What follows belongs to an exercise in optimizing a design on an open flow for small area, a short achievable clock period and few clock cycles per item; a production flow would make more cautious choices. Where RTL was checked, it was by simulation tests only, not by an equivalence proof against the original. Only the layout flow was run in runs 1 to 3; the RTL was not checked for function there. Power and IR drop assume default switching activity.

==> flow/design.v <==
module cordicTanh(z0, clk, rst, out, flag);
	input wire clk, rst;
	input wire signed [15:0] z0;
	output wire signed [15:0] out;
	output reg flag;
	reg ld;                      
	reg rot;                     
	reg half;                    
	reg [3:0] sh;                
	reg signed [14:0] z;         
	reg signed [14:0] y;
	reg [13:0] x;                
	wire ext = z0[15] ^ z0[14];            
	wire div = ~(ld | rot | flag);
	wire rot_end = rot & half & (sh == 4'd13);
	wire s = rot ? z[14] : ~y[14];
	wire [13:1] d;
	genvar n;
	generate
		for (n = 1; n <= 13; n = n + 1) begin : dec
			assign d[n] = (sh == n);
		end
	endgenerate
	wire [14:0] K;
	assign K[14:12] = 3'b000;
	assign K[11] = d[1];
	assign K[10] = d[2];
	assign K[9]  = d[3];
	assign K[8]  = d[4];
	assign K[7]  = d[5] | (rot & d[1]);
	assign K[6]  = d[6] | (rot & d[1]);
	assign K[5]  = d[7];
	assign K[4]  = d[8] | (rot & d[2]);
	assign K[3]  = d[9] | (rot & d[1]);
	assign K[2]  = d[10] | (rot & d[2]);
	assign K[1]  = d[11] | (rot & (d[1] | d[2] | d[3])) | (~rot & d[12] & (z[14] ^ y[14]));
	assign K[0]  = rot & (d[3] | d[12] | d[13]);
	wire [13:0] xs1 = sh[0] ? {1'd0, x[13:1]} : x;
	wire [13:0] xs2 = sh[1] ? {2'd0, xs1[13:2]} : xs1;
	wire [13:0] xs4 = sh[2] ? {4'd0, xs2[13:4]} : xs2;
	wire [13:0] xs  = sh[3] ? {8'd0, xs4[13:8]} : xs4;
	wire [14:0] ys1 = sh[0] ? {y[14], y[14:1]} : y;
	wire [14:0] ys2 = sh[1] ? {{2{ys1[14]}}, ys1[14:2]} : ys1;
	wire [14:0] ys4 = sh[2] ? {{4{ys2[14]}}, ys2[14:4]} : ys2;
	wire [14:0] ys  = sh[3] ? {{8{ys4[14]}}, ys4[14:8]} : ys4;
	wire [14:0] zn, yn;
	wire [13:0] xn;
	addsub #(15, 2) uz(z, K, ~s, zn);
	addsub #(15, 2) uy(y, {1'b0, xs}, s, yn);
	addsub #(14, 2) ux(x, ys[13:0] & {14{rot}}, s, xn);    
	always @(posedge clk) begin
		if (rst) begin
			ld <= 1'b1;
			rot <= 1'b0;
			flag <= 1'b0;
		end else begin
			ld <= flag;
			rot <= (ld & ~ext) | (rot & ~rot_end);
			flag <= (ld & ext) | (div & (sh == 4'd12));
		end
	end
	always @(posedge clk) begin
		half <= rot & ~half;
		if (ld | rot_end)
			sh <= 4'd1;
		else if (~rot | half)
			sh <= sh + 4'd1;
	end
	always @(posedge clk) begin
		if (ld) begin
			z <= ext ? {z0[15], z0[15], 13'h1000} : z0[14:0];
			x <= 14'h1000;
			y <= 15'h0000;
		end else begin
			z <= rot_end ? 15'h0000 : zn;
			y <= yn;
			x <= xn;
		end
	end
	assign out = {z[14], z};
endmodule
module addsub #(parameter N = 15, parameter KIND = 1) (input [N-1:0] a, input [N-1:0] b, input sub, output [N-1:0] out);
	wire [N-1:0] ai = a ^ {N{sub}};
	reg [N-1:0] G, P, Gn, Pn;
	integer l, i;
	always @(*) begin
		G = ai & b;
		P = ai ^ b;
		if (KIND == 3) begin
			for (i = 1; i < N; i = i + 1)
				G[i] = G[i] | (P[i] & G[i-1]);
		end else if (KIND == 2) begin
			for (i = 1; i < N; i = i + 2) begin G[i] = G[i] | (P[i] & G[i-1]); P[i] = P[i] & P[i-1]; end
			for (i = 3; i < N; i = i + 4) begin G[i] = G[i] | (P[i] & G[i-2]); P[i] = P[i] & P[i-2]; end
			for (i = 7; i < N; i = i + 8) begin G[i] = G[i] | (P[i] & G[i-4]); P[i] = P[i] & P[i-4]; end
			for (i = 11; i < N; i = i + 8) begin G[i] = G[i] | (P[i] & G[i-4]); P[i] = P[i] & P[i-4]; end
			for (i = 5; i < N; i = i + 4) begin G[i] = G[i] | (P[i] & G[i-2]); P[i] = P[i] & P[i-2]; end
			for (i = 2; i < N; i = i + 2) begin G[i] = G[i] | (P[i] & G[i-1]); P[i] = P[i] & P[i-1]; end
		end else begin
			for (l = 1; l < N; l = l * 2) begin
				Gn = G; Pn = P;
				for (i = 0; i < N; i = i + 1)
					if ((i / l) % 2 == 1) begin
						Gn[i] = G[i] | (P[i] & G[(i / l) * l - 1]);
						Pn[i] = P[i] & P[(i / l) * l - 1];
					end
				G = Gn; P = Pn;
			end
		end
	end
	assign out = a ^ b ^ {G[N-2:0], 1'b0};
endmodule
==> flow/flow/run.sh <==
#!/bin/bash
# Standard synthesis, then the standard layout steps with repair_timing
# asked for a larger setup margin and plain buffers on the ports (the SDC
# and clock period are unchanged).
set -eo pipefail
bash standard.sh synth > synth.log 2>&1
bash standard.sh SETUP_SLACK_MARGIN=7 SKIP_GATE_CLONING=1 "BUFFER_PORTS_ARGS=-buffer_cell sky130_fd_sc_hd__buf_1" finish > layout.log 2>&1
==> flow/standard.sh <==
#!/bin/bash
# synth_recipe.tcl (not shown) runs the flow's synth.tcl, then flattens the netlist and writes it again
# the make line also repeats each setting of config.mk as NAME=value (left out here)
make -C /OpenROAD-flow-scripts/flow DESIGN_CONFIG=/design/flow/config.mk WORK_HOME=/design/flow/orfs CLKGATE_MAP_FILE= SYNTH_SCRIPT=/design/flow/synth_recipe.tcl "${@:-finish}"
==> flow/config.mk <==
export PLATFORM = sky130hd
export DESIGN_NAME = cordicTanh
export DESIGN_NICKNAME = cordicTanh
export VERILOG_FILES = /design/flow/design.v
export SDC_FILE = /design/flow/constraint.sdc
export NUM_CORES = 4
export LEC_CHECK = 0
export ABC_AREA = 1
export CAP_MARGIN = 70
export CORE_MARGIN = 2
export CORE_UTILIZATION = 45
export SLEW_MARGIN = 70
export TNS_END_PERCENT = 5
==> flow/constraint.sdc <==
create_clock -name core_clock -period 10.0 [get_ports {clk}]
set_input_delay 2.0000 -clock core_clock [delete_from_list [all_inputs] [get_ports {clk}]]
set_output_delay 2.0000 -clock core_clock [all_outputs]
set_load 0.01 [all_outputs]
==> impl_metrics.tcl, run 1 <==
set metrics [dict create \
    mappedNetlistNets 808 \
    powerDensity_nw_per_um2 266 \
    clock_sinks 52 \
    dp_hpwl_mm 10.2 \
    multi_input_area_um2 3640 \
    finalHoldViolations 0 \
    die-area_um2 11900 \
    hp-class "reg2reg" \
    final_cell_mix "182 x nand2_1, 63 x xor2_1, 57 x inv_1" \
    vias 4949 \
    grt_usage_pct 24.0 \
    wl_per_cell_um 15.0 \
    end_kind "output pin" \
    synth_edf_count 0 \
    insertion_delay_ns 0.35 \
    final_common_cell "nand2_1" \
    min_delay_path_depth 1 \
    regArea_um2 1060 \
    path_buf_inv 1 \
    cp_top_family "flip-flops" \
    synthDistinctLibCells 41 \
    place_ws_ns 6.58 \
    ir_drop_v 0.000133 \
    status "no timing/DRC/antenna violations" \
    critPathSlowestCell "dfxtp_2" \
    setup_viol 0 \
    postSynthAreaPerCell_um2 6.63 \
    place_congestion 0.892 \
    routed_via_density 5.30 \
    max-cap-violations 0 \
    cts_tree "done" \
    fillers 1085 \
    synth_seq_cells 52 \
    io_pins 35 \
    grt_pass1_wl_mm 22.3 \
    clkTransAtPathRegs_ns 0.12 \
    io_buffer_count 34 \
    cts_root_buf "clkbuf_8" \
    critical-path-max-stage-delay_ns 0.42 \
    nets 851 \
    cts_hold_buf 0 \
    fin_setup_tns_ns 0 \
    post-route-drc-count 0 \
    grt_pass1_vias 4640 \
    h-tree-depth 2 \
    ys.flop_type "dfxtp_1" \
    critPathLaunchType "flip-flop" \
    ys_warn_count 3 \
    start_util_pct 46.1 \
    diodes 0 \
    r2r_cells 21 \
    die_x_um 109 \
    postRouteAntennaNets 0 \
    fp-row-count 38 \
    critical_path_class "reg2out" \
    clock_path_buffers 2 \
    relSlewSlack_pct 72.4 \
    finalWirelength_mm 14.0 \
    crit_arrival_ns 0.95 \
    syn2layout_area_growth_pct 13.6 \
    core_area_um2 10800 \
    clock_skew_ns 0.0167 \
    antenna_found_initial 0 \
    worst-path-stages 1 \
    period_minus_slack_ns 2.95 \
    post-route-period-util_pct 29.5 \
    grt_max_degree 35 \
    drive_above_1_share_pct 13.7 \
    max_freq_ghz 0.339 \
    syn-instance-count 750 \
    ys_seq_area_share_pct 20.9 \
    drt_iter0_drc 243 \
    syn_area_um2 4980 \
    worst_slack_ns 7.05 \
    slew_violations 0 \
    crit_chain "buf_1" \
    async_flop_share_pct 0 \
    dr.pass1.iters 5 \
    numCtsBuffers 5 \
    leakage_nw 2.65 \
    worstMarginPinSlew_ns 0.413 \
    critical_path_required_ns 8.00 \
    die_y_um 109 \
    crit_fanout 7 \
    rrSetupSlack_ns 7.16 \
    grt.overflow.total 0 \
    rsz0062_at_grt "true" \
]
==> path summary, 6_finish.rpt <==
check / start / end
max: z[14] / out[14]
min: flag / ld
max reg2reg: sh[0] / y[14]
min reg2reg: flag / ld
==> stage by stage <==
stage	area (um^2)	util, %	hold slack (ns)	std cells	power [mW]
floorplan	4980	-	0.436	750	1.08
global placement	5160	47.8	0.447	902	1.25
detailed placement	5200	48.2	0.462	903	1.28
CTS	5370	49.7	0.491	912	1.44
global route	5650	52.4	0.518	934	1.67
finish	5650	52.4	0.493	934	1.50
==> routing by layer <==
layer / share of wire, % / vias to the layer above / global-route usage, %
li1: - / 2547 / -
met1: 44 / 2289 / 28.5
met2: 49 / 95 / 43.3
met3: 3.8 / 18 / 4.00
met4: 2.5 / 0 / 8.33
met5: 0 / - / 0
==> registers in the layout (all words and copies together), names as in the netlist <==
register / cells
y: 15
z: 15
x: 14
sh: 4
flag: 1
half: 1
ld: 1
rot: 1
==> cell usage after synthesis, types with 4 or more instances <==
library cell / instances / share of area, %
buf_2: 13 / 1.3
nand2_2: 16 / 2.0
a211oi_1: 6 / 0.91
xnor2_1: 22 / 3.9
o21ai_0: 50 / 5.0
a21oi_1: 59 / 5.9
inv_1: 61 / 4.6
clkbuf_1: 5 / 0.38
dfxtp_1: 52 / 21
nor2_1: 50 / 3.8
o21ai_1: 14 / 1.4
nand3_1: 51 / 5.1
xor2_1: 63 / 11
inv_2: 7 / 0.53
nand3_2: 4 / 0.80
ha_1: 40 / 10
o221ai_1: 7 / 1.2
nand2_1: 187 / 14
o211ai_1: 5 / 0.75
buf_4: 4 / 0.60
==> report_power, final <==
| part | total [mW] | leakage, nW | internal [mW] | switching [mW] |
|---|---|---|---|---|
| Combinational | 1.02 | 2.18 | 0.410 | 0.610 |
| Sequential | 0.346 | 0.433 | 0.272 | 0.0747 |
| Clock | 0.137 | 0.0404 | 0.0499 | 0.0873 |
==> timing repair <==
| action | in CTS | in global routing |
|---|---|---|
| resized for setup | 16 | 46 |
| setup endpoints to repair | 30 | 28 |
| setup buffers | 1 | 21 |
| pin swaps | 0 | 15 |
==> cells by family (layout without fill, tap and decap cells) <==
kind of cell | after synthesis | after routing | synth area share, %
flops | 52 | 52 | 20.9
fa+ha+maj | 40 | 40 | 10.1
buf+inv | 95 | 139 | 8.35
xor+xnor | 85 | 85 | 15.0
simple gates | 322 | 322 | 27.7
mux | 3 | 3 | 0.603
compound gates | 153 | 153 | 17.4
==> area by class of cell <==
cell class / instances / area share (%)
Multi-Input combinational cell: 603 / 64.4
Tap cell: 140 / 3.10
Sequential cell: 52 / 18.7
Inverter: 69 / 5.07
Clock inverter: 3 / 0.420
Timing Repair Buffer: 62 / 7.01
Clock buffer: 5 / 1.22
==> run 2, diff against run 1 <==
--- a/flow/design.v
+++ b/flow/design.v
@@ -22,4 +22,9 @@
 		end
 	endgenerate
+	wire [6:0] y12 = {y[5:0], 1'b1} + {{3'd0, x[13:11]} ^ {6{s}}, s};
+	wire b12 = ~y12[6];
+	wire b1 = ~z[14];
+	wire b12_eq_b1 = ~(b12 ^ b1);
+	wire e_up = s ? (b12 & ~b1) : (b1 & ~b12);
 	wire [14:0] K;
 	assign K[14:12] = 3'b000;
@@ -33,6 +38,6 @@
 	assign K[4]  = d[8] | (rot & d[2]);
 	assign K[3]  = d[9] | (rot & d[1]);
-	assign K[2]  = d[10] | (rot & d[2]);
-	assign K[1]  = d[11] | (rot & (d[1] | d[2] | d[3])) | (~rot & d[12] & (z[14] ^ y[14]));
+	assign K[2]  = d[10] | (rot & d[2]) | (~rot & d[11] & e_up);
+	assign K[1]  = (d[11] & (rot | b12_eq_b1)) | (rot & (d[1] | d[2] | d[3]));
 	assign K[0]  = rot & (d[3] | d[12] | d[13]);
 	wire [13:0] xs1 = sh[0] ? {1'd0, x[13:1]} : x;
@@ -57,5 +62,5 @@
 			ld <= flag;
 			rot <= (ld & ~ext) | (rot & ~rot_end);
-			flag <= (ld & ext) | (div & (sh == 4'd12));
+			flag <= (ld & ext) | (div & (sh == 4'd11));
 		end
 	end
==> flow/flow/run.sh (replaced) <==
#!/bin/bash
# Standard synthesis, then the standard layout steps with repair_timing
# asked for a larger setup margin and plain buffers on the ports (the SDC
# and clock period are unchanged).
set -eo pipefail
bash standard.sh synth > synth.log 2>&1
bash standard.sh SETUP_SLACK_MARGIN=7 "BUFFER_PORTS_ARGS=-buffer_cell sky130_fd_sc_hd__buf_1" finish > layout.log 2>&1
==> run 2 against run 1 <==
  * Final area increased by 4.2%
  * Largest cell class unchanged
  * Global-route usage barely moved
  * First-iteration DRC count grew 44%
  * Non-clock buffer count down 4
  * Flip-flop and latch count is the same
==> impl_metrics.tcl, run 2 <==
set metrics [dict create \
    status "no timing/DRC/antenna violations" \
    grt_pass1_wl_mm 23.8 \
    fp-row-count 39 \
    place_area_um2 5370 \
    dr.pass1.iters 5 \
    crit_start "rot" \
    syn_area_um2 5150 \
    end_kind "flip-flop" \
    final_cell_mix "177 x nand2_1, 65 x inv_1, 63 x xor2_1" \
    reg_top3 "y x15, z x15, x x14" \
    yosys.area_share.simple_pct 27.6 \
    cts_tree "done" \
    postRouteAntennaNets 0 \
    syn-instance-count 771 \
    ys.flop_type "dfxtp_1" \
    max_freq_ghz 0.276 \
    clock_path_buffers 2 \
    drive_above_1_share_pct 13.1 \
    grt_pass1_vias 4857 \
    ir_drop_v 0.000155 \
    async_flop_share_pct 0 \
    synth_common_cells "181 x nand2_1, 69 x inv_1, 65 x xor2_1" \
    slew_violations 0 \
    die_x_um 111 \
    postSynthAreaPerCell_um2 6.68 \
    powerDensity_nw_per_um2 299 \
    cp_top_family "adder cells" \
    ys_warn_count 3 \
    rrSetupSlack_ns 6.38 \
    timing.rr.start "rot" \
    synth-compound-area-share_pct 17.1 \
    period_minus_slack_ns 3.62 \
    synth_edf_count 0 \
    post-route-drc-count 0 \
    critical_path_required_ns 10.20 \
    grt.overflow.total 0 \
    antenna_found_initial 0 \
    dpl.cell_count 925 \
    finalWirelength_mm 14.5 \
    rsz0062_at_grt "true" \
    setup_viol 0 \
    wl_per_cell_um 15.2 \
    numCtsBuffers 5 \
    r2r_cells 24 \
    critical_path_class "reg2reg" \
    clkTransAtPathRegs_ns 0.07 \
    hp-start "half" \
    path_buf_inv 5 \
    whs_ns 0.498 \
    fin_setup_tns_ns 0 \
    critPathSlowestCell "dfxtp_4" \
    critPathLaunchType "flip-flop" \
    grt_max_degree 43 \
    synthAdderAreaFrac_pct 11.2 \
    worst_slack_ns 6.38 \
    insertion_delay_ns 0.31 \
    crit_fanout 5 \
    fin_cells 955 \
    muxShareOfSynthArea_pct 0.777 \
    synth_top_family_by_area "simple AND/OR/NAND/NOR gates" \
    crit_chain "clkinv_8 > nand2_8 > nand2_8 > xor2_2 > ha_1 > a21oi_2 > o221ai_2 > xnor2_2 > buf_4 > buf_4 > buf_4 > ha_4 > nor2_2 > o31ai_2 > ha_1 > nand3_4 > nand2_4 > nand2_4 > nand2_4 > nand2_4 > o21ai_4 > buf_4 > nor2_1 > o21ai_1" \
    yosys.area_share.xor_xnor_pct 14.3 \
    dp_hpwl_mm 10.4 \
    final_cell_area_um2 5890 \
    hp-class "reg2reg" \
    synth_area_leader_cell "dfxtp_1" \
    critical-path-max-stage-delay_ns 0.43 \
    relSlewSlack_pct 70.7 \
    crit_arrival_ns 3.82 \
    worstMarginPinSlew_ns 0.435 \
    ys_seq_area_share_pct 20.2 \
    synth_seq_cells 52 \
    io_buffer_count 34 \
    fillers 1109 \
    h-tree-depth 2 \
    syn2layout_area_growth_pct 14.3 \
    die_y_um 111 \
    io_pins 35 \
    die-area_um2 12300 \
    place_congestion 0.992 \
    grt_usage_pct 24.0 \
    core_area_um2 11300 \
    hold_end "half" \
    finalHoldViolations 0 \
    drt_iter0_drc 350 \
    cts_root_buf "clkbuf_16" \
    min_delay_path_depth 1 \
    clock_skew_ns 0.00547 \
    diodes 0 \
    synth.most_common_cell "nand2_1" \
    clock_sinks 52 \
    synth_top_area_share_pct 20.2 \
    synth_area_leaders "dfxtp_1 20%, nand2_1 13%, ha_1 11%, xor2_1 11%, a21oi_1 6.0%" \
    synthDistinctLibCells 42 \
    routed_via_density 5.27 \
    place_ws_ns 5.68 \
    leakage_nw 2.82 \
    reg2reg_to "z[12]" \
    start_util_pct 45.7 \
    max-cap-violations 0 \
    nets 876 \
    vias 5037 \
    post-route-period-util_pct 36.2 \
    mappedNetlistNets 835 \
    final_common_cell "nand2_1" \
]
-- run 2: timing repair --
action                                 4_1_cts  5_1_grt
gates resized for setup                     17       15
hold buffers                                 0        0
gates cloned                                 2        0
buffers inserted                            12        9
pin swaps                                   12       19
setup endpoints to repair                   30       34
endpoints found under the hold margin        0        0
-- run 2: metal layers --
metal  track usage [%]  part of all wire (%)  vias up
li1                  -                     -     2621
met1              29.9                    45     2259
met2              40.5                    47      118
met3              3.50                   3.7       39
met4              11.9                   4.3        0
met5                 0                     0        -
-- run 2: stage by stage --
step	total power, mW	utilization [%]
final	1.76	52.3
after global routing	1.95	52.3
after CTS	1.71	50.9
after detailed placement	1.39	47.6
after global placement	1.35	47.2
after floorplan	1.18	-
-- run 2: how the worst max path moves through the flow --
| stage | end | slack, ns | cells past startpoint |
|---|---|---|---|
| final | z[12] | 6.38 | 24 |
| after floorplan | z[13] | 6.30 | 27 |
| after detailed placement | z[13] | 5.68 | 24 |
| after global routing | z[13] | 6.20 | 25 |
| after CTS | z[13] | 6.36 | 25 |
| after global placement | z[13] | 5.39 | 25 |
-- run 2: cells by family (layout without fill, tap and decap cells) --
family / count (synthesis) / in the layout
AND/OR/NAND/NOR: 322 / 324
AO/OA/AOI/OAI: 157 / 157
buffers and inverters: 106 / 145
XOR/XNOR: 84 / 84
flip-flops: 52 / 52
adder cells (fa/ha/maj): 46 / 46
multiplexers: 4 / 4
-- run 2: area by class of cell --
cell class	instances	area, um^2	share of cell area [%]
Tap cell	143	179	3.04
Sequential cell	52	1050	17.9
Clock buffer	5	125	2.12
Multi-Input combinational cell	615	3840	65.2
Timing Repair Buffer	58	312	5.29
Inverter	80	323	5.48
Clock inverter	2	60.1	1.02
-- run 2: where the power goes --
| part | internal (mW) | switching (mW) | total (mW) | leakage (nW) |
|---|---|---|---|---|
| clock network | 0.142 | 0.0867 | 0.229 | 0.0899 |
| logic | 0.475 | 0.718 | 1.19 | 2.30 |
| registers | 0.268 | 0.0727 | 0.340 | 0.432 |
| total | 0.885 | 0.877 | 1.76 | 2.82 |
==> run 3, diff against run 2 <==
--- a/flow/design.v
+++ b/flow/design.v
@@ -22,9 +22,10 @@
 		end
 	endgenerate
-	wire [6:0] y12 = {y[5:0], 1'b1} + {{3'd0, x[13:11]} ^ {6{s}}, s};
+	wire sd = ~y[14];             
+	wire [6:0] y12 = {y[5:0], 1'b1} + {{3'd0, x[13:11]} ^ {6{sd}}, sd};
 	wire b12 = ~y12[6];
 	wire b1 = ~z[14];
 	wire b12_eq_b1 = ~(b12 ^ b1);
-	wire e_up = s ? (b12 & ~b1) : (b1 & ~b12);
+	wire e_up = sd ? (b12 & ~b1) : (b1 & ~b12);
 	wire [14:0] K;
 	assign K[14:12] = 3'b000;
==> run 3 against run 2 <==
  * Register-to-register slack improved by 0.22 ns
  * First-iteration DRC count rose by 9.1%
  * Global-route usage fell by 0.78 points
  * Setup slack improved by 0.22 ns
  * Sequential share of layout area rose by 0.77 points
  * Final area fell by 3.7%
  * Utilization fell by 0.36 points
  * Critical path depth fell by 3
==> impl_metrics.tcl, run 3 <==
set metrics [dict create \
    r2r_cells 21 \
    clock_sinks 52 \
    grt_pass1_vias 4751 \
    worstMarginPinSlew_ns 0.435 \
    powerDensity_nw_per_um2 299 \
    drive_above_1_share_pct 10.3 \
    rsz0062_at_grt "true" \
    diodes 0 \
    wl_per_cell_um 15.0 \
    min_delay_path_depth 1 \
    cts_hold_buf 0 \
    power_mw 1.70 \
    postRouteAntennaNets 0 \
    synth_edf_count 0 \
    clkTransAtPathRegs_ns 0.08 \
    post-route-drc-count 0 \
    numCtsBuffers 5 \
    crit_arrival_ns 3.60 \
    grt_pass1_wl_mm 23.4 \
    grt_max_degree 44 \
    antenna_found_initial 0 \
    syn-instance-count 763 \
    hp-class "reg2reg" \
    insertion_delay_ns 0.31 \
    post-route-period-util_pct 34.0 \
    ys_seq_area_share_pct 20.4 \
    ys.flop_type "dfxtp_1" \
    critPathLaunchType "flip-flop" \
    synth_common_cells "185 x nand2_1, 66 x a21oi_1, 65 x inv_1" \
    place_area_um2 5340 \
    multi_input_area_um2 3720 \
    cts_tree "done" \
    regArea_um2 1060 \
    finalWirelength_mm 14.0 \
    die_y_um 110 \
    dp_hpwl_mm 10.5 \
    timing.rr.start "y[14]" \
    status "no timing/DRC/antenna violations" \
    synthDistinctLibCells 45 \
    clock_skew_ns 0.00839 \
    nets 856 \
    mappedNetlistNets 827 \
    h-tree-depth 2 \
    period_minus_slack_ns 3.40 \
    reg_top3 "y x15, z x15, x x14" \
    io_pins 35 \
    critical_path_required_ns 10.19 \
    setup_viol 0 \
    max-cap-violations 0 \
    final_common_cell "nand2_1" \
    max_freq_ghz 0.294 \
    synth_area_leader_cell "dfxtp_1" \
    die-area_um2 12200 \
    grt_usage_pct 23.2 \
    hp-start "half" \
    async_flop_share_pct 0 \
    syn_area_um2 5090 \
    clock_path_buffers 2 \
    ys_warn_count 3 \
    dr.pass1.iters 5 \
    postSynthAreaPerCell_um2 6.68 \
    synth_area_leaders "dfxtp_1 20%, nand2_1 14%, ha_1 11%, xor2_1 11%, a21oi_1 6.5%" \
    synth_seq_cells 52 \
    core_area_um2 10900 \
    critical_path_class "reg2reg" \
    leakage_nw 2.67 \
    syn2layout_area_growth_pct 11.4 \
    reg2reg_to "z[7]" \
    synth_top_area_share_pct 20.4 \
    routed_via_density 5.36 \
    hold_end "half" \
    fillers 1120 \
    final_cell_mix "183 x nand2_1, 65 x a21oi_1, 62 x xor2_1" \
    fp-row-count 38 \
    die_x_um 110 \
    synth.most_common_cell "nand2_1" \
    cts_root_buf "clkbuf_16" \
    start_util_pct 46.6 \
    rrSetupSlack_ns 6.60 \
    vias 5002 \
    ir_drop_v 0.000148 \
    io_buffer_count 34 \
    grt.overflow.total 0 \
    relSlewSlack_pct 70.7 \
    final_cell_area_um2 5680 \
    crit_fanout 5 \
    slew_violations 0 \
    fin_setup_tns_ns 0 \
    finalHoldViolations 0 \
    drt_iter0_drc 382 \
    place_congestion 0.923 \
    end_kind "flip-flop" \
]
-- run 3: per-layer routing --
layer / global-route usage (%) / vias up / share of wire [%]
li1: - / 2576 / -
met5: 0 / - / 0
met1: 29.9 / 2315 / 47
met2: 40.3 / 93 / 49
met3: 3.51 / 18 / 3.3
met4: 6.33 / 0 / 1.5
-- run 3: timing repair --
action	CTS	global route
pin swaps	14	15
resized for setup	12	8
setup buffers	7	4
setup endpoints to repair	32	36
cloned	0	0
-- run 3: cell families (layout without fill, tap and decap cells) --
logic type | Yosys count | after routing | synth area share, %
fa+ha+maj | 46 | 46 | 11.3
xor+xnor | 90 | 90 | 15.5
mux | 3 | 3 | 0.589
flops | 52 | 52 | 20.4
compound gates | 166 | 166 | 18.9
simple gates | 303 | 303 | 25.0
buf+inv | 103 | 133 | 8.37
-- run 3: power by group --
part           internal [mW]  switching [mW]  total (mW)
Sequential             0.272          0.0865       0.358
Clock                  0.126          0.0877       0.213
Combinational          0.457           0.669        1.13
Total                  0.855           0.843        1.70
-- run 3: final cells by class --
type / count / area share (%)
tap: 140 / 3.09
multi-input combinational: 608 / 65.5
clock buffer: 6 / 2.45
sequential: 52 / 18.7
inverter: 73 / 4.96
clock inverter: 2 / 0.683
timing repair buffer: 52 / 4.70
-- run 3: how the worst max path moves through the flow --
| stage | start | to | slack (ns) | depth (start not counted) |
|---|---|---|---|---|
| floorplan | y[14] | z[13] | 6.77 | 24 |
| global placement | y[14] | z[13] | 6.34 | 23 |
| detailed placement | y[14] | z[13] | 6.43 | 22 |
| CTS | y[14] | z[14] | 6.65 | 23 |
| global route | y[14] | z[13] | 6.41 | 24 |
| finish | y[14] | z[7] | 6.60 | 21 |
-- run 3: worst max-delay path, stage by stage (launching register included) --
cell	delay, ns
dfxtp_4	0.38
xnor2_2	0.14
ha_1	0.30
nand2_1	0.08
nor2_1	0.04
o211ai_1	0.08
o211ai_1	0.13
xnor2_1	0.22
inv_1	0.08
ha_2	0.18
or2_4	0.24
o2111ai_2	0.07
o211ai_1	0.18
ha_2	0.24
a21oi_2	0.18
nand2_4	0.07
buf_4	0.13
nand3_1	0.06
nand2_1	0.09
a21oi_1	0.19
xor2_1	0.16
o21ai_1	0.06
-- run 3: per-stage QoR --
step | hold slack [ns] | std cells | setup slack, ns | utilization [%]
global placement | 0.470 | 910 | 6.34 | 48.3
finish | 0.483 | 933 | 6.60 | 51.9
CTS | 0.486 | 929 | 6.65 | 51.3
detailed placement | 0.470 | 914 | 6.43 | 48.9
floorplan | 0.438 | 763 | 6.77 | -
global route | 0.503 | 933 | 6.41 | 51.9
==> run 4, diff against run 3 <==
--- a/flow/design.v
+++ b/flow/design.v
@@ -22,10 +22,4 @@
 		end
 	endgenerate
-	wire sd = ~y[14];             
-	wire [6:0] y12 = {y[5:0], 1'b1} + {{3'd0, x[13:11]} ^ {6{sd}}, sd};
-	wire b12 = ~y12[6];
-	wire b1 = ~z[14];
-	wire b12_eq_b1 = ~(b12 ^ b1);
-	wire e_up = sd ? (b12 & ~b1) : (b1 & ~b12);
 	wire [14:0] K;
 	assign K[14:12] = 3'b000;
@@ -39,15 +33,9 @@
 	assign K[4]  = d[8] | (rot & d[2]);
 	assign K[3]  = d[9] | (rot & d[1]);
-	assign K[2]  = d[10] | (rot & d[2]) | (~rot & d[11] & e_up);
-	assign K[1]  = (d[11] & (rot | b12_eq_b1)) | (rot & (d[1] | d[2] | d[3]));
+	assign K[2]  = d[10] | (rot & d[2]);
+	assign K[1]  = d[11] | (rot & (d[1] | d[2] | d[3])) | (~rot & d[12] & (z[14] ^ y[14]));
 	assign K[0]  = rot & (d[3] | d[12] | d[13]);
-	wire [13:0] xs1 = sh[0] ? {1'd0, x[13:1]} : x;
-	wire [13:0] xs2 = sh[1] ? {2'd0, xs1[13:2]} : xs1;
-	wire [13:0] xs4 = sh[2] ? {4'd0, xs2[13:4]} : xs2;
-	wire [13:0] xs  = sh[3] ? {8'd0, xs4[13:8]} : xs4;
-	wire [14:0] ys1 = sh[0] ? {y[14], y[14:1]} : y;
-	wire [14:0] ys2 = sh[1] ? {{2{ys1[14]}}, ys1[14:2]} : ys1;
-	wire [14:0] ys4 = sh[2] ? {{4{ys2[14]}}, ys2[14:4]} : ys2;
-	wire [14:0] ys  = sh[3] ? {{8{ys4[14]}}, ys4[14:8]} : ys4;
+	wire [13:0] xs = x >> sh;
+	wire signed [14:0] ys = y >>> sh;
 	wire [14:0] zn, yn;
 	wire [13:0] xn;
@@ -63,5 +51,5 @@
 			ld <= flag;
 			rot <= (ld & ~ext) | (rot & ~rot_end);
-			flag <= (ld & ext) | (div & (sh == 4'd11));
+			flag <= (ld & ext) | (div & (sh == 4'd12));
 		end
 	end
--- a/flow/config.mk
+++ b/flow/config.mk
@@ -8,4 +8,6 @@
 export ABC_AREA = 1
 export CAP_MARGIN = 70
+export CELL_PAD_IN_SITES_DETAIL_PLACEMENT = 0
+export CELL_PAD_IN_SITES_GLOBAL_PLACEMENT = 0
 export CORE_MARGIN = 2
 export CORE_UTILIZATION = 45
==> run 4 against run 3 <==
  * Clock skew increased by 0.0054 ns
  * Power shrank 12%
  * Hold slack better by 0.0061 ns
  * Utilization up 0.95 points
  * Routed wire length is 1.4% higher
  * Final area is 0.95% higher
  * Die area shrank 2.2%
  * Via count hardly changed
  * Combinational power fell by 11%
  * Critical path type is now reg2out
  * Critical endpoint is now out[13]
  * Highest routed layer unchanged
==> impl_metrics.tcl, run 4 <==
set metrics [dict create \
    die-area_um2 11900 \
    cts_hold_buf 0 \
    ir_drop_v 0.000115 \
    relSlewSlack_pct 72.8 \
    critPathSlowestCell "dfxtp_1" \
    p_clk_share_pct 9.1 \
    powerDensity_nw_per_um2 262 \
    status "no timing/DRC/antenna violations" \
    yosys.area_share.xor_xnor_pct 15.1 \
    synthDistinctLibCells 42 \
    combPwrFrac_pct 67.6 \
    synth.most_common_cell "nand2_1" \
    max_freq_ghz 0.339 \
    p_int_mw 0.730 \
    cp_top_family "flip-flops" \
    mappedNetlistNets 810 \
    synth_area_leader_cell "dfxtp_1" \
    io_buffer_count 34 \
    final_cell_area_um2 5730 \
    synth_top_area_share_pct 20.9 \
    synth_seq_cells 52 \
    numCtsBuffers 5 \
    wl_per_cell_um 15.3 \
    synth_common_cells "188 x nand2_1, 63 x xor2_1, 62 x inv_1" \
    critical_path_class "reg2out" \
    fin_setup_tns_ns 0 \
    grt_pass1_wl_mm 21.9 \
    drive_above_1_share_pct 13.5 \
    setup_viol 0 \
    rsz0062_at_grt "true" \
    period_minus_slack_ns 2.95 \
    clock_sinks 52 \
    post-route-drc-count 0 \
    cts_tree "done" \
    insertion_delay_ns 0.34 \
    post-route-period-util_pct 29.5 \
    reg_top3 "y x15, z x15, x x14" \
    hp-class "reg2reg" \
    grt_usage_pct 23.5 \
    place_ws_ns 6.73 \
    place_congestion 0.904 \
    start_util_pct 45.9 \
    crit_chain "buf_1" \
    die_x_um 109 \
    dr.pass1.iters 5 \
    syn2layout_area_growth_pct 15.1 \
    max-cap-violations 0 \
    worstMarginPinSlew_ns 0.408 \
    clock_skew_ns 0.0138 \
    ys_seq_area_share_pct 20.9 \
    pwr-share-seq_pct 23.2 \
    fillers 1100 \
    crit_fanout 5 \
    routed_via_density 5.38 \
    syn-instance-count 752 \
    ys.flop_type "dfxtp_1" \
    fp-row-count 38 \
    dp_hpwl_mm 10.3 \
    clkTransAtPathRegs_ns 0.11 \
    p_sw_mw 0.770 \
    die_y_um 109 \
    postRouteAntennaNets 0 \
    diodes 0 \
    place_area_um2 5210 \
    syn_area_um2 4980 \
    grt_max_degree 44 \
    crit_arrival_ns 0.95 \
    h-tree-depth 2 \
    finalWirelength_mm 14.2 \
    path_buf_inv 1 \
    worst_slack_ns 7.05 \
    synthAdderAreaFrac_pct 10.1 \
    synth_edf_count 0 \
    drt_iter0_drc 269 \
    slew_violations 0 \
    antenna_found_initial 0 \
    final_common_cell "nand2_1" \
    end_kind "output pin" \
    io_pins 35 \
    muxShareOfSynthArea_pct 0.603 \
    cts_root_buf "clkbuf_8" \
    synth_top_family_by_area "simple AND/OR/NAND/NOR gates" \
    nets 848 \
    final_cell_mix "185 x nand2_1, 63 x xor2_1, 57 x inv_1" \
    synth-compound-area-share_pct 17.2 \
    synth_area_leaders "dfxtp_1 21%, nand2_1 14%, xor2_1 11%, ha_1 10%, a21oi_1 5.9%" \
    clock_path_buffers 2 \
    grt.overflow.total 0 \
    grt_pass1_vias 4572 \
    critical_path_required_ns 8.00 \
    leakage_nw 2.68 \
    finalHoldViolations 0 \
    p_sw_share_pct 51.3 \
    critical-path-max-stage-delay_ns 0.44 \
    core_area_um2 10800 \
    async_flop_share_pct 0 \
    power_mw 1.50 \
    ys_warn_count 3 \
    vias 5006 \
    postSynthAreaPerCell_um2 6.62 \
    yosys.area_share.simple_pct 27.8 \
    critPathLaunchType "flip-flop" \
]
==> run 4: cell count changes after synthesis, sizes merged, moves of 2 or more <==
cell / previous run / this run
nand2: 194 / 204
buf: 19 / 22
nand3: 49 / 56
o211ai: 9 / 5
clkinv: 3 / 1
clkbuf: 11 / 4
ha: 46 / 40
xnor2: 28 / 21
nor2: 47 / 53
a21oi: 67 / 60
o31ai: 0 / 2
xor2: 62 / 64
==> run 4: logic make-up after synthesis <==
family,count (synthesis)
AOI/OAI and AO/OA,152
xor gates and xnor gates,85
adders and majority gates,40
buffers and inverters,96
DFF,52
muxes,3
and+or+nand+nor,324
==> run 4: power groups by stage <==
stage	combinational, mW	sequential, mW	clock, mW
after CTS	0.938	0.347	0.142
final	1.01	0.349	0.137
after global placement	0.900	0.348	0
after floorplan	0.749	0.338	0
after detailed placement	0.926	0.352	0
after global routing	1.16	0.358	0.146
==> run 4: worst paths after layout <==
| check | from | end | slack [ns] | cells past startpoint |
|---|---|---|---|---|
| setup / recovery | z[13] | out[13] | 7.05 | 1 |
| hold / removal | flag | ld | 0.49 | 1 |
| setup reg to reg | sh[0] | z[12] | 7.13 | 19 |
| hold reg to reg | flag | ld | 0.49 | 1 |
==> run 4: routing by layer <==
| metal | up-vias | routed length [um] | global-route usage (%) |
|---|---|---|---|
| li1 | 2548 | - | - |
| met1 | 2361 | 6520 | 29.1 |
| met2 | 80 | 7070 | 42.0 |
| met3 | 17 | 372 | 3.47 |
| met4 | 0 | 239 | 6.51 |
| met5 | - | 0 | 0 |
==> run 4: layout make-up <==
type | count | area [um^2] | share of cell area (%)
Clock buffer | 5 | 68.8 | 1.20
Clock inverter | 3 | 26.3 | 0.459
Inverter | 70 | 288 | 5.02
Multi-Input combinational cell | 604 | 3690 | 64.4
Sequential cell | 52 | 1060 | 18.6
Tap cell | 140 | 175 | 3.06
Timing Repair Buffer | 57 | 417 | 7.27
==> run 4: per-stage QoR <==
| step | utilization [%] | hold slack [ns] | std cells |
|---|---|---|---|
| floorplan | - | 0.437 | 752 |
| global route | 52.9 | 0.507 | 931 |
| global placement | 47.6 | 0.450 | 904 |
| detailed placement | 48.0 | 0.467 | 905 |
| finish | 52.9 | 0.489 | 931 |
| CTS | 49.2 | 0.493 | 913 |
==> run 4: timing repair <==
item	4_1_cts	5_1_grt
pin swaps	0	6
resized for setup	11	58
endpoints found under the setup margin	26	29
cloned	0	4
setup buffers	0	14
Testbench counts of run 4, summed over its fixed seeds: cycles 77,132, items 2,048.
==> run 5, diff against run 4 <==
--- a/flow/config.mk
+++ b/flow/config.mk
@@ -8,8 +8,7 @@
 export ABC_AREA = 1
 export CAP_MARGIN = 70
-export CELL_PAD_IN_SITES_DETAIL_PLACEMENT = 0
-export CELL_PAD_IN_SITES_GLOBAL_PLACEMENT = 0
 export CORE_MARGIN = 2
-export CORE_UTILIZATION = 45
+export CORE_UTILIZATION = 55
+export PLACE_DENSITY = 0.75
 export SLEW_MARGIN = 70
 export TNS_END_PERCENT = 5
==> run 5 against run 4 <==
  * Still clean on timing, DRC and antenna
  * Hold slack improved by 0.0013 ns
  * First-iteration DRC count rose by 49%
  * Final cell count fell by 4.9%
  * Critical path type unchanged
==> impl_metrics.tcl, run 5 <==
set metrics [dict create \
    status "no timing/DRC/antenna violations" \
    antenna_found_initial 0 \
    dp_hpwl_mm 9.82 \
    clock_skew_ns 0.00697 \
    max-cap-violations 0 \
    io_pins 35 \
    relSlewSlack_pct 72.4 \
    crit_arrival_ns 0.94 \
    place_congestion 0.942 \
    regArea_um2 1060 \
    final_cell_area_um2 5540 \
    slew_violations 0 \
    syn-instance-count 752 \
    hold_end "half" \
    hp-class "reg2reg" \
    path_buf_inv 1 \
    cp_top_family "flip-flops" \
    final_cell_mix "188 x nand2_1, 63 x xor2_1, 59 x inv_1" \
    crit_chain "buf_1" \
    final_common_cell "nand2_1" \
    drive_above_1_share_pct 10.8 \
    p_sw_mw 0.778 \
    insertion_delay_ns 0.32 \
    mappedNetlistNets 810 \
    pwr-share-seq_pct 23.0 \
    final_core_util_pct 63.2 \
    synth.most_common_cell "nand2_1" \
    fp-row-count 34 \
    period_minus_slack_ns 2.94 \
    numCtsBuffers 5 \
    grt_pass1_vias 4706 \
    reg_top3 "y x15, z x15, x x14" \
    clkTransAtPathRegs_ns 0.11 \
    place_ws_ns 6.63 \
    drt_iter0_drc 400 \
    critical_path_required_ns 8.00 \
    rrSetupSlack_ns 7.11 \
    ys.flop_type "dfxtp_1" \
    postRouteAntennaNets 0 \
    h-tree-depth 2 \
    critical_path_class "reg2out" \
    synth_seq_cells 52 \
    grt_usage_pct 26.9 \
    rsz0062_at_grt "true" \
    finalHoldViolations 0 \
    diodes 0 \
    ys_seq_area_share_pct 20.9 \
    setup_viol 0 \
    nets 834 \
    cts_tree "done" \
    min_delay_path_depth 1 \
    fin_cells 885 \
    synth_top_area_share_pct 20.9 \
    synthDistinctLibCells 42 \
    post-route-drc-count 0 \
    grt_pass1_wl_mm 21.7 \
    synth_area_leaders "dfxtp_1 21%, nand2_1 14%, xor2_1 11%, ha_1 10%, a21oi_1 5.9%" \
    synth_area_leader_cell "dfxtp_1" \
    synth_common_cells "188 x nand2_1, 63 x xor2_1, 62 x inv_1" \
    dpl.cell_count 871 \
    fillers 817 \
    wl_per_cell_um 15.3 \
    async_flop_share_pct 0 \
    critical-path-max-stage-delay_ns 0.44 \
    r2r_cells 21 \
    leakage_nw 2.60 \
    finalWirelength_mm 13.5 \
    ys_warn_count 3 \
    dr.pass1.iters 5 \
    grt_max_degree 44 \
    ir_drop_v 0.000117 \
    clock_path_buffers 2 \
    postSynthAreaPerCell_um2 6.62 \
    cts_root_buf "clkbuf_8" \
    post-route-period-util_pct 29.4 \
    die_y_um 99.2 \
    reg2reg_to "x[10]" \
    grt.overflow.total 0 \
    critPathLaunchType "flip-flop" \
    io_buffer_count 34 \
    multi_input_area_um2 3670 \
    p_clk_share_pct 10.7 \
    start_util_pct 56.8 \
    syn_area_um2 4980 \
    worst_slack_ns 7.06 \
    synth_edf_count 0 \
    vias 5058 \
    p_sw_share_pct 51.1 \
    die-area_um2 9830 \
    clock_sinks 52 \
    timing.rr.start "sh[0]" \
    hp-start "half" \
    die_x_um 99.2 \
    powerDensity_nw_per_um2 275 \
    routed_via_density 5.72 \
    core_area_um2 8760 \
    worstMarginPinSlew_ns 0.415 \
    max_freq_ghz 0.341 \
    crit_fanout 7 \
    critPathSlowestCell "dfxtp_2" \
    end_kind "output pin" \
    combPwrFrac_pct 66.3 \
    syn2layout_area_growth_pct 11.3 \
    fin_setup_tns_ns 0 \
    place_area_um2 5150 \
    p_int_mw 0.746 \
]
run 5: changes by cell type in the layout (fill, tap and decap cells not counted), sizes merged:
cell	previous run	this run
inv	70	69
bufinv	0	1
buf	53	41
clkinv	3	2
clkbuf	9	8
run 5: layer usage:
layer / up-vias / GRT usage, % / wire length [um]
met2: 177 / 47.5 / 6560
met3: 43 / 3.23 / 699
met1: 2307 / 33.2 / 5790
met5: - / 0 / 0
li1: 2531 / - / -
met4: 0 / 10.5 / 450
run 5: stage by stage:
stage | power (mW) | hold slack (ns)
4_1_cts | 1.46 | 0.489
2_1_floorplan | 1.09 | 0.437
3_5_place_dp | 1.28 | 0.464
6_report | 1.52 | 0.490
3_3_place_gp | 1.24 | 0.453
5_1_grt | 1.68 | 0.526
run 5: repair_timing:
| item | in CTS | in global routing |
|---|---|---|
| buffers inserted | 0 | 4 |
| setup endpoints to repair | 27 | 29 |
| gates resized for setup | 10 | 45 |
| cloned | 0 | 2 |
| hold buffers | 0 | 0 |
| pin swaps | 0 | 2 |
run 5: kinds of logic (layout without fill, tap and decap cells):
| logic type | count (synthesis) | in the layout | synth area share [%] |
|---|---|---|---|
| adder cells (fa/ha/maj) | 40 | 40 | 10.1 |
| AND/OR/NAND/NOR | 324 | 324 | 27.8 |
| buffers and inverters | 96 | 121 | 8.32 |
| multiplexers | 3 | 3 | 0.603 |
| flip-flops | 52 | 52 | 20.9 |
| AO/OA/AOI/OAI | 152 | 152 | 17.2 |
| XOR/XNOR | 85 | 85 | 15.1 |
run 5: layout make-up:
cell class | count | share of cell area [%]
clock buffer | 6 | 1.49
timing repair buffer | 43 | 4.83
tap | 108 | 2.44
clock inverter | 2 | 0.700
inverter | 70 | 5.19
sequential | 52 | 19.2
multi-input combinational | 604 | 66.2
run 5: power groups by stage:
stage	registers, mW	logic (mW)	clock network [mW]
6_report	0.351	1.01	0.163
5_1_grt	0.360	1.15	0.174
4_1_cts	0.346	0.948	0.165
3_3_place_gp	0.347	0.892	0
3_5_place_dp	0.351	0.933	0
2_1_floorplan	0.338	0.749	0
run 5: how the worst max path moves through the flow:
stage,from,to,slack [ns],cells past startpoint
floorplan,rot,z[11],7.07,19
global placement,sh[1],z[11],6.43,19
detailed placement,sh[1],z[11],6.63,19
CTS,sh[0],x[10],6.95,19
global route,sh[0],x[11],6.89,23
finish,z[14],out[15],7.06,1
==> run 6, diff against run 5 <==
--- a/flow/config.mk
+++ b/flow/config.mk
@@ -9,6 +9,6 @@
 export CAP_MARGIN = 70
 export CORE_MARGIN = 2
-export CORE_UTILIZATION = 55
-export PLACE_DENSITY = 0.75
+export CORE_UTILIZATION = 65
+export PLACE_DENSITY = 0.85
 export SLEW_MARGIN = 70
 export TNS_END_PERCENT = 5
==> run 6 against run 5 <==
  * Still clean
  * Clock skew is essentially flat
  * Hold slack got worse by 0.0023 ns
  * Critical path depth unchanged
  * Power down 0.90%
  * First-iteration DRC count fell by 3.0%
  * Synthesized cell count unchanged
  * Utilization increased by 14 points
  * Combinational power hardly changed
  * Via count rose by 0.45%
  * Largest power group unchanged
==> impl_metrics.tcl, run 6 <==
set metrics [dict create \
    dp_hpwl_mm 9.62 \
    async_flop_share_pct 0 \
    regArea_um2 1060 \
    multi_input_area_um2 3660 \
    synthDistinctLibCells 42 \
    max-cap-violations 0 \
    cp_top_family "flip-flops" \
    setup_viol 0 \
    grt_usage_pct 31.6 \
    fillers 547 \
    drive_above_1_share_pct 12.7 \
    synth_area_leader_cell "dfxtp_1" \
    grt.overflow.total 0 \
    finalWirelength_mm 13.4 \
    leakage_nw 2.68 \
    insertion_delay_ns 0.31 \
    rsz0062_at_grt "true" \
    syn-instance-count 752 \
    hp-class "reg2reg" \
    cts_tree "done" \
    p_sw_mw 0.765 \
    synth_common_cells "188 x nand2_1, 63 x xor2_1, 62 x inv_1" \
    critical-path-max-stage-delay_ns 0.44 \
    critical_path_required_ns 8.00 \
    place_congestion 0.995 \
    mappedNetlistNets 810 \
    die_x_um 91.5 \
    whs_ns 0.488 \
    reg_top3 "y x15, z x15, x x14" \
    syn_area_um2 4980 \
    p_int_mw 0.746 \
    period_minus_slack_ns 2.93 \
    critPathLaunchType "flip-flop" \
    grt_max_degree 44 \
    pwr-share-seq_pct 23.0 \
    clkTransAtPathRegs_ns 0.11 \
    syn2layout_area_growth_pct 13.4 \
    critical_path_class "reg2out" \
    post-route-drc-count 0 \
    path_buf_inv 1 \
    crit_arrival_ns 0.93 \
    p_clk_share_pct 10.3 \
    numCtsBuffers 5 \
    die-area_um2 8380 \
    clock_skew_ns 0.00674 \
    end_kind "output pin" \
    synth_top_area_share_pct 20.9 \
    start_util_pct 67.9 \
    post-route-period-util_pct 29.3 \
    core_area_um2 7330 \
    synth_seq_cells 52 \
    powerDensity_nw_per_um2 268 \
    combPwrFrac_pct 66.7 \
    diodes 0 \
    final_cell_mix "186 x nand2_1, 63 x xor2_1, 59 x a21oi_1" \
    max_freq_ghz 0.342 \
    ys_warn_count 3 \
    clock_sinks 52 \
    ir_drop_v 0.000154 \
    finalHoldViolations 0 \
    ys.flop_type "dfxtp_1" \
    wl_per_cell_um 15.0 \
    postRouteAntennaNets 0 \
    p_sw_share_pct 50.6 \
    postSynthAreaPerCell_um2 6.62 \
    clock_path_buffers 2 \
    grt_pass1_wl_mm 21.8 \
    io_buffer_count 34 \
    synth_area_leaders "dfxtp_1 21%, nand2_1 14%, xor2_1 11%, ha_1 10%, a21oi_1 5.9%" \
    nets 850 \
    io_pins 35 \
    die_y_um 91.5 \
    drt_iter0_drc 388 \
    antenna_found_initial 0 \
    critPathSlowestCell "dfxtp_2" \
    routed_via_density 5.70 \
    status "no timing/DRC/antenna violations" \
    crit_fanout 7 \
    vias 5081 \
    cts_root_buf "clkbuf_8" \
    synth_edf_count 0 \
    grt_pass1_vias 4868 \
    ys_seq_area_share_pct 20.9 \
    slew_violations 0 \
    dr.pass1.iters 5 \
    worstMarginPinSlew_ns 0.425 \
    relSlewSlack_pct 71.3 \
    fin_setup_tns_ns 0 \
    fp-row-count 31 \
    synth.most_common_cell "nand2_1" \
    crit_chain "buf_1" \
    final_common_cell "nand2_1" \
    h-tree-depth 2 \
]
## run 6: layer usage
| metal | vias to the layer above | part of all wire (%) | routed length, um | GRT usage, % |
|---|---|---|---|---|
| met5 | - | 0 | 0 | 0 |
| met4 | 0 | 3.1 | 415 | 12.6 |
| li1 | 2555 | - | - | - |
| met2 | 177 | 50 | 6720 | 57.8 |
| met1 | 2314 | 41 | 5520 | 35.8 |
| met3 | 35 | 5.7 | 769 | 5.81 |
## run 6: repair_timing
action / 4_1_cts / 5_1_grt
gates cloned: 0 / 3
hold buffers: 0 / 0
gates resized for setup: 12 / 44
setup buffers: 3 / 14
endpoints found under the setup margin: 25 / 31
pin swaps: 0 / 9
## run 6: final timing paths
path                            start  endpoint  slack [ns]  depth (start not counted)
worst min register to register   flag        ld        0.49                          1
worst max-delay path            z[14]   out[15]        7.07                          1
worst max register to register    rot     y[10]        7.17                         14
worst min-delay path             flag        ld        0.49                          1
## run 6: per-stage QoR
step | cell area, um^2 | setup slack, ns | std cells | utilization (%) | power, mW
4_1_cts | 5330 | 6.95 | 874 | 72.7 | 1.44
3_3_place_gp | 5110 | 6.43 | 863 | 69.7 | 1.23
5_1_grt | 5650 | 6.96 | 892 | 77.0 | 1.67
6_report | 5650 | 7.07 | 892 | 77.0 | 1.51
3_5_place_dp | 5140 | 6.68 | 863 | 70.2 | 1.27
2_1_floorplan | 4980 | 7.07 | 752 | - | 1.09
## run 6: cell families after synthesis
| family | synth area share, % |
|---|---|
| compound gates | 17.2 |
| xor+xnor | 15.1 |
| fa+ha+maj | 10.1 |
| buf+inv | 8.32 |
| flops | 20.9 |
| mux | 0.603 |
| simple gates | 27.8 |
## run 6: final cells by class
class / instances / area share, %
timing repair buffer: 59 / 7.09
multi-input combinational: 604 / 64.8
tap: 99 / 2.19
clock buffer: 5 / 1.22
clock inverter: 3 / 0.820
inverter: 70 / 5.07
sequential: 52 / 18.8
## run 6: power by group through the flow
stage	clock network, mW	registers, mW	logic, mW
final	0.155	0.347	1.01
after global routing	0.165	0.355	1.15
after CTS	0.158	0.343	0.941
after detailed placement	0	0.347	0.925
after global placement	0	0.344	0.884
after floorplan	0	0.338	0.749
==> run 7, diff against run 6 <==
--- a/flow/config.mk
+++ b/flow/config.mk
@@ -7,8 +7,8 @@
 export LEC_CHECK = 0
 export ABC_AREA = 1
-export CAP_MARGIN = 70
+export CAP_MARGIN = 40
 export CORE_MARGIN = 2
-export CORE_UTILIZATION = 65
-export PLACE_DENSITY = 0.85
-export SLEW_MARGIN = 70
+export CORE_UTILIZATION = 50
+export PLACE_DENSITY = 0.65
+export SLEW_MARGIN = 40
 export TNS_END_PERCENT = 5
==> run 7 against run 6 <==
  * Die area increased by 29%
  * Fmax about the same
  * Area after synthesis unchanged
  * Non-clock buffer count increased by 12
  * Clock-buffer cell count increased by 1
  * Critical path type is now reg2reg
  * Critical endpoint is now x[10]
  * Highest routed layer unchanged
==> impl_metrics.tcl, run 7 <==
set metrics [dict create \
    status "no timing/DRC/antenna violations" \
    critPathSlowestCell "dfxtp_4" \
    final_common_cell "nand2_1" \
    synth_top_area_share_pct 20.9 \
    ys_warn_count 3 \
    syn-instance-count 752 \
    syn2layout_area_growth_pct 18.7 \
    synth-compound-area-share_pct 17.2 \
    drive_above_1_share_pct 16.2 \
    muxShareOfSynthArea_pct 0.603 \
    cts_hold_buf 0 \
    grt_pass1_vias 4776 \
    clock_path_buffers 2 \
    critical_path_class "reg2reg" \
    crit_chain "buf_12 > clkinvlp_4 > mux2i_4 > buf_4 > o22ai_2 > inv_1 > a21oi_4 > ha_4 > a21oi_2 > nor2_1 > a211oi_2 > nand2_2 > nand2_2 > nand2_2 > or2_1 > a21oi_1" \
    end_kind "flip-flop" \
    synth.most_common_cell "nand2_1" \
    clkTransAtPathRegs_ns 0.11 \
    synthAdderAreaFrac_pct 10.1 \
    fp-row-count 36 \
    synth_top_family_by_area "simple AND/OR/NAND/NOR gates" \
    finalWirelength_mm 14.1 \
    yosys.area_share.simple_pct 27.8 \
    io_buffer_count 34 \
    rsz0062_at_grt "true" \
    fillers 941 \
    crit_top_cell "nand2_2" \
    powerDensity_nw_per_um2 268 \
    finalHoldViolations 0 \
    insertion_delay_ns 0.32 \
    synthDistinctLibCells 42 \
    die-area_um2 10800 \
    h-tree-depth 2 \
    period_minus_slack_ns 2.92 \
    relSlewSlack_pct 53.5 \
    slew_violations 0 \
    hp-class "reg2reg" \
    max-cap-violations 0 \
    clock_sinks 52 \
    worstMarginPinSlew_ns 0.696 \
    async_flop_share_pct 0 \
    routed_via_density 5.42 \
    multi_input_area_um2 3770 \
    vias 5092 \
    grt.overflow.total 0 \
    core_area_um2 9730 \
    dp_hpwl_mm 9.73 \
    crit_arrival_ns 3.18 \
    synth_common_cells "188 x nand2_1, 63 x xor2_1, 62 x inv_1" \
    grt_usage_pct 25.3 \
    setup_viol 0 \
    ys.flop_type "dfxtp_1" \
    crit_fanout 6 \
    critical-path-max-stage-delay_ns 0.37 \
    post-route-period-util_pct 29.2 \
    regArea_um2 1060 \
    ir_drop_v 0.000122 \
    ys_seq_area_share_pct 20.9 \
    critical_path_required_ns 10.26 \
    yosys.area_share.xor_xnor_pct 15.1 \
    post-route-drc-count 0 \
    grt_max_degree 44 \
    drt_iter0_drc 362 \
    wl_per_cell_um 15.0 \
    final_core_util_pct 60.8 \
    critPathLaunchType "flip-flop" \
    synth_edf_count 0 \
    fin_setup_tns_ns 0 \
    syn_area_um2 4980 \
    synth_seq_cells 52 \
    die_y_um 104 \
    grt_pass1_wl_mm 22.6 \
    postSynthAreaPerCell_um2 6.62 \
    dr.pass1.iters 5 \
    postRouteAntennaNets 0 \
    synth_area_leaders "dfxtp_1 21%, nand2_1 14%, xor2_1 11%, ha_1 10%, a21oi_1 5.9%" \
    leakage_nw 2.76 \
    final_cell_mix "180 x nand2_1, 63 x xor2_1, 58 x inv_1" \
    mappedNetlistNets 810 \
    place_congestion 0.920 \
    power_mw 1.58 \
    cts_tree "done" \
    max_freq_ghz 0.342 \
    reg_top3 "y x15, z x15, x x14" \
    start_util_pct 51.2 \
    cts_root_buf "clkbuf_8" \
    die_x_um 104 \
    nets 864 \
    numCtsBuffers 5 \
    clock_skew_ns 0.00668 \
    io_pins 35 \
    diodes 0 \
    antenna_found_initial 0 \
    synth_area_leader_cell "dfxtp_1" \
]
run 7: layout make-up:
| type | count | area share (%) |
|---|---|---|
| clock buffer | 6 | 1.40 |
| tap | 133 | 2.82 |
| inverter | 70 | 4.78 |
| multi-input combinational | 604 | 63.7 |
| sequential | 52 | 18.0 |
| timing repair inverter | 2 | 0.254 |
| timing repair buffer | 71 | 8.38 |
| clock inverter | 2 | 0.656 |
run 7: timing repair:
action / CTS / global route
resized for setup: 27 / 65
setup buffers: 8 / 24
gates cloned: 2 / 2
setup endpoints to repair: 35 / 25
pin swaps: 2 / 21
run 7: stage by stage:
| step | hold WS, ns | setup WS (ns) | instance area [um^2] | std cells |
|---|---|---|---|---|
| finish | 0.489 | 7.08 | 5910 | 940 |
| CTS | 0.491 | 6.98 | 5460 | 914 |
| detailed placement | 0.463 | 6.33 | 5150 | 896 |
| floorplan | 0.437 | 7.07 | 4980 | 752 |
| global placement | 0.446 | 6.36 | 5150 | 896 |
| global route | 0.507 | 6.91 | 5910 | 940 |
run 7: critical path, delay by kind of cell, from the launching register on:
kind                     cells  cell delay (ns)
AO/OA/AOI/OAI                5             0.82
buffers and inverters        4             0.60
AND/OR/NAND/NOR              5             0.53
flip-flops                   1             0.37
multiplexers                 1             0.28
adder cells (fa/ha/maj)      1             0.24
run 7: power by group:
part | internal (mW) | total, mW | switching (mW) | leakage [nW]
combinational | 0.434 | 1.07 | 0.639 | 2.27
sequential | 0.272 | 0.347 | 0.0751 | 0.434
clock | 0.0821 | 0.164 | 0.0815 | 0.0614
total | 0.787 | 1.58 | 0.796 | 2.76
run 7: cell families after synthesis:
group	count (synthesis)
DFF	52
xor gates and xnor gates	85
and+or+nand+nor	324
adders and majority gates	40
buffers and inverters	96
muxes	3
AOI/OAI and AO/OA	152
run 7: metal layers:
layer	track usage, %	vias up	part of all wire [%]
met4	9.07	0	2.3
met1	31.7	2341	43
met5	0	-	0
met3	3.34	26	5.4
met2	44.6	147	49
li1	-	2578	-
run 7: path summary, 6_finish.rpt:
check	slack, ns	from	end	depth (start not counted)
max	7.08	sh[1]	x[10]	16
min	0.49	flag	ld	1
max reg2reg	7.08	sh[1]	x[10]	16
min reg2reg	0.49	flag	ld	1
==> run 8, diff against run 7 <==
--- a/flow/config.mk
+++ b/flow/config.mk
@@ -7,8 +7,8 @@
 export LEC_CHECK = 0
 export ABC_AREA = 1
-export CAP_MARGIN = 40
+export CAP_MARGIN = 20
 export CORE_MARGIN = 2
 export CORE_UTILIZATION = 50
 export PLACE_DENSITY = 0.65
-export SLEW_MARGIN = 40
+export SLEW_MARGIN = 20
 export TNS_END_PERCENT = 5
==> run 8 against run 7 <==
  * Die area is the same
  * Final cell count down 1.1%
  * Flip-flop and latch count stayed put
  * Critical endpoint is now out[15]
  * Fmax fell by 0.13%
  * Still clean
==> impl_metrics.tcl, run 8 <==
set metrics [dict create \
    numCtsBuffers 5 \
    mappedNetlistNets 810 \
    critPathLaunchType "flip-flop" \
    grt.overflow.total 0 \
    hp-class "reg2reg" \
    crit_fanout 7 \
    rsz0062_at_grt "true" \
    slew_violations 0 \
    power_mw 1.52 \
    fillers 968 \
    die_x_um 104 \
    synth.most_common_cell "nand2_1" \
    leakage_nw 2.69 \
    final_common_cell "nand2_1" \
    vias 5069 \
    grt_pass1_wl_mm 21.9 \
    max-cap-violations 0 \
    powerDensity_nw_per_um2 267 \
    synth_edf_count 0 \
    fp-row-count 36 \
    clock_sinks 52 \
    async_flop_share_pct 0 \
    ir_drop_v 0.000107 \
    setup_viol 0 \
    path_buf_inv 1 \
    dp_hpwl_mm 9.65 \
    reg_top3 "y x15, z x15, x x14" \
    place_congestion 0.920 \
    critical-path-max-stage-delay_ns 0.43 \
    synth_common_cells "188 x nand2_1, 63 x xor2_1, 62 x inv_1" \
    drive_above_1_share_pct 12.5 \
    die_y_um 104 \
    grt_usage_pct 24.5 \
    routed_via_density 5.45 \
    diodes 0 \
    insertion_delay_ns 0.32 \
    place_ws_ns 6.35 \
    cts_tree "done" \
    end_kind "output pin" \
    critical_path_required_ns 8.00 \
    core_area_um2 9730 \
    clock_path_buffers 2 \
    synth_seq_cells 52 \
    nets 854 \
    relSlewSlack_pct 37.9 \
    antenna_found_initial 0 \
    synthDistinctLibCells 42 \
    start_util_pct 51.2 \
    fin_setup_tns_ns 0 \
    grt_pass1_vias 4701 \
    critical_path_class "reg2out" \
    period_minus_slack_ns 2.93 \
    clkTransAtPathRegs_ns 0.11 \
    post-route-period-util_pct 29.3 \
    synth_area_leaders "dfxtp_1 21%, nand2_1 14%, xor2_1 11%, ha_1 10%, a21oi_1 5.9%" \
    worst_slack_ns 7.07 \
    synth_top_area_share_pct 20.9 \
    postSynthAreaPerCell_um2 6.62 \
    wl_per_cell_um 14.8 \
    post-route-drc-count 0 \
    crit_arrival_ns 0.93 \
    ys_seq_area_share_pct 20.9 \
    max_freq_ghz 0.341 \
    drt_iter0_drc 478 \
    grt_max_degree 44 \
    io_pins 35 \
    crit_chain "buf_1" \
    final_cell_mix "184 x nand2_1, 63 x xor2_1, 60 x inv_1" \
    dr.pass1.iters 6 \
    synth_area_leader_cell "dfxtp_1" \
    syn_area_um2 4980 \
    ys.flop_type "dfxtp_1" \
    cts_root_buf "clkbuf_8" \
    status "no timing/DRC/antenna violations" \
    h-tree-depth 2 \
    syn2layout_area_growth_pct 14.6 \
    finalHoldViolations 0 \
    final_core_util_pct 58.7 \
    clock_skew_ns 0.0109 \
    postRouteAntennaNets 0 \
    worstMarginPinSlew_ns 0.930 \
    finalWirelength_mm 13.8 \
    critPathSlowestCell "dfxtp_2" \
    cp_top_family "flip-flops" \
    io_buffer_count 34 \
    ys_warn_count 3 \
    die-area_um2 10800 \
    cts_hold_buf 0 \
    syn-instance-count 752 \
]
==> run 8: changes by cell type in the layout (fill, tap and decap cells not counted), sizes merged <==
cell / previous run / this run
buf: 69 / 59
clkbuf: 7 / 9
bufbuf: 1 / 0
clkinvlp: 4 / 3
==> run 8: area by class of cell <==
class                           count  area, um^2  share of cell area [%]
Multi-Input combinational cell    604        3640                    63.8
Sequential cell                    52        1060                    18.6
Timing Repair Buffer               62         425                    7.45
Inverter                           70         280                    4.91
Tap cell                          133         166                    2.92
Clock buffer                        6        82.6                    1.45
Clock inverter                      2        38.8                   0.680
Timing Repair inverter              1        7.51                   0.132
==> run 8: cell families (layout without fill, tap and decap cells) <==
kind of cell             after synthesis  after routing  synth area share [%]
flip-flops                            52             52                  20.9
XOR/XNOR                              85             85                  15.1
AO/OA/AOI/OAI                        152            152                  17.2
AND/OR/NAND/NOR                      324            324                  27.8
adder cells (fa/ha/maj)               40             40                  10.1
multiplexers                           3              3                 0.603
buffers and inverters                 96            141                  8.32
==> run 8: path summary, 6_finish.rpt <==
| check | from | to | slack [ns] | cells after the start |
|---|---|---|---|---|
| min | flag | ld | 0.48 | 1 |
| max reg2reg | sh[1] | y[13] | 7.14 | 18 |
| min reg2reg | flag | ld | 0.48 | 1 |
| max | z[14] | out[15] | 7.07 | 1 |
==> run 8: metal layers <==
metal / routed length [um] / share of wire (%) / global-route usage (%) / up-vias
li1: - / - / - / 2563
met2: 6560 / 48 / 43.3 / 161
met1: 6180 / 45 / 30.9 / 2313
met4: 415 / 3.0 / 8.40 / 0
met5: 0 / 0 / 0 / -
met3: 634 / 4.6 / 2.77 / 32
==> run 8: worst register-to-register path, stage by stage (launching register included) <==
cell,delay [ns]
dfxtp_4,0.37
buf_12,0.14
clkinvlp_4,0.14
buf_4,0.20
o21ai_1,0.36
o221ai_1,0.28
ha_1,0.37
nand2_1,0.05
inv_1,0.04
nand2_1,0.05
nand2_2,0.10
nand2_2,0.06
nand2_2,0.13
nand2_1,0.09
nand2_2,0.10
nand2_1,0.07
nand3_1,0.07
nand2_1,0.05
nor2_1,0.11
==> run 8: per-stage QoR <==
step                      hold slack [ns]  instances  cell area, um^2
after floorplan                     0.437        752             4980
after global placement              0.446        896             5150
after detailed placement            0.461        896             5150
after CTS                           0.486        911             5380
after global routing                0.509        930             5710
final                               0.483        930             5710
==> run 8: repair_timing <==
action | CTS | global route
gates cloned | 1 | 3
resized for setup | 18 | 46
setup buffers | 6 | 16
setup endpoints to repair | 39 | 30
pin swaps | 1 | 7
==> run 8: where the power goes <==
part	total, mW	switching [mW]	internal (mW)
Combinational	1.01	0.609	0.401
Sequential	0.346	0.0749	0.272
Clock	0.165	0.0827	0.0822

==> port drivers added, routing unchanged <==
No port has a modelled driver above. Below, the same layouts with a new extraction and two added sets of constraints.
Step 1 (the two cells are an assumption about what drives the block):
set clk [get_ports {clk}]
set_driving_cell -lib_cell sky130_fd_sc_hd__clkbuf_16 $clk
set_driving_cell -lib_cell sky130_fd_sc_hd__buf_2 [delete_from_list [all_inputs] $clk]
Step 2 moves the port delays by t, midway between the first and last clock arrival at a register: inputs arrive t later, outputs are due t later. That takes back most of the time a late clock gives input paths.
Three values: no drivers, after step 1, after step 2; two values: the first two.
run | shift t [ns] | setup slack, ns | cell pins on the clock port's net
run 1 | 0.371 | 7.054 / 7.021 / 7.102 | 1
run 2 | 0.346 | 6.379 / 6.379 / 6.379 | 1
run 3 | 0.348 | 6.596 / 6.596 / 6.596 | 1
run 4 | 0.372 | 7.047 / 7.013 / 7.062 | 1
run 5 | 0.348 | 7.065 / 7.035 / 7.098 | 1
run 6 | 0.344 | 7.073 / 7.039 / 7.064 | 1
run 7 | 0.350 | 7.075 / 7.044 / 6.915 | 1
run 8 | 0.352 | 7.072 / 7.035 / 6.896 | 1
After both steps setup and hold are still met in every run listed. For run 8, which loses most, drivers alone change the setup slack by -0.037 ns; drivers and shift together by -0.176 ns.
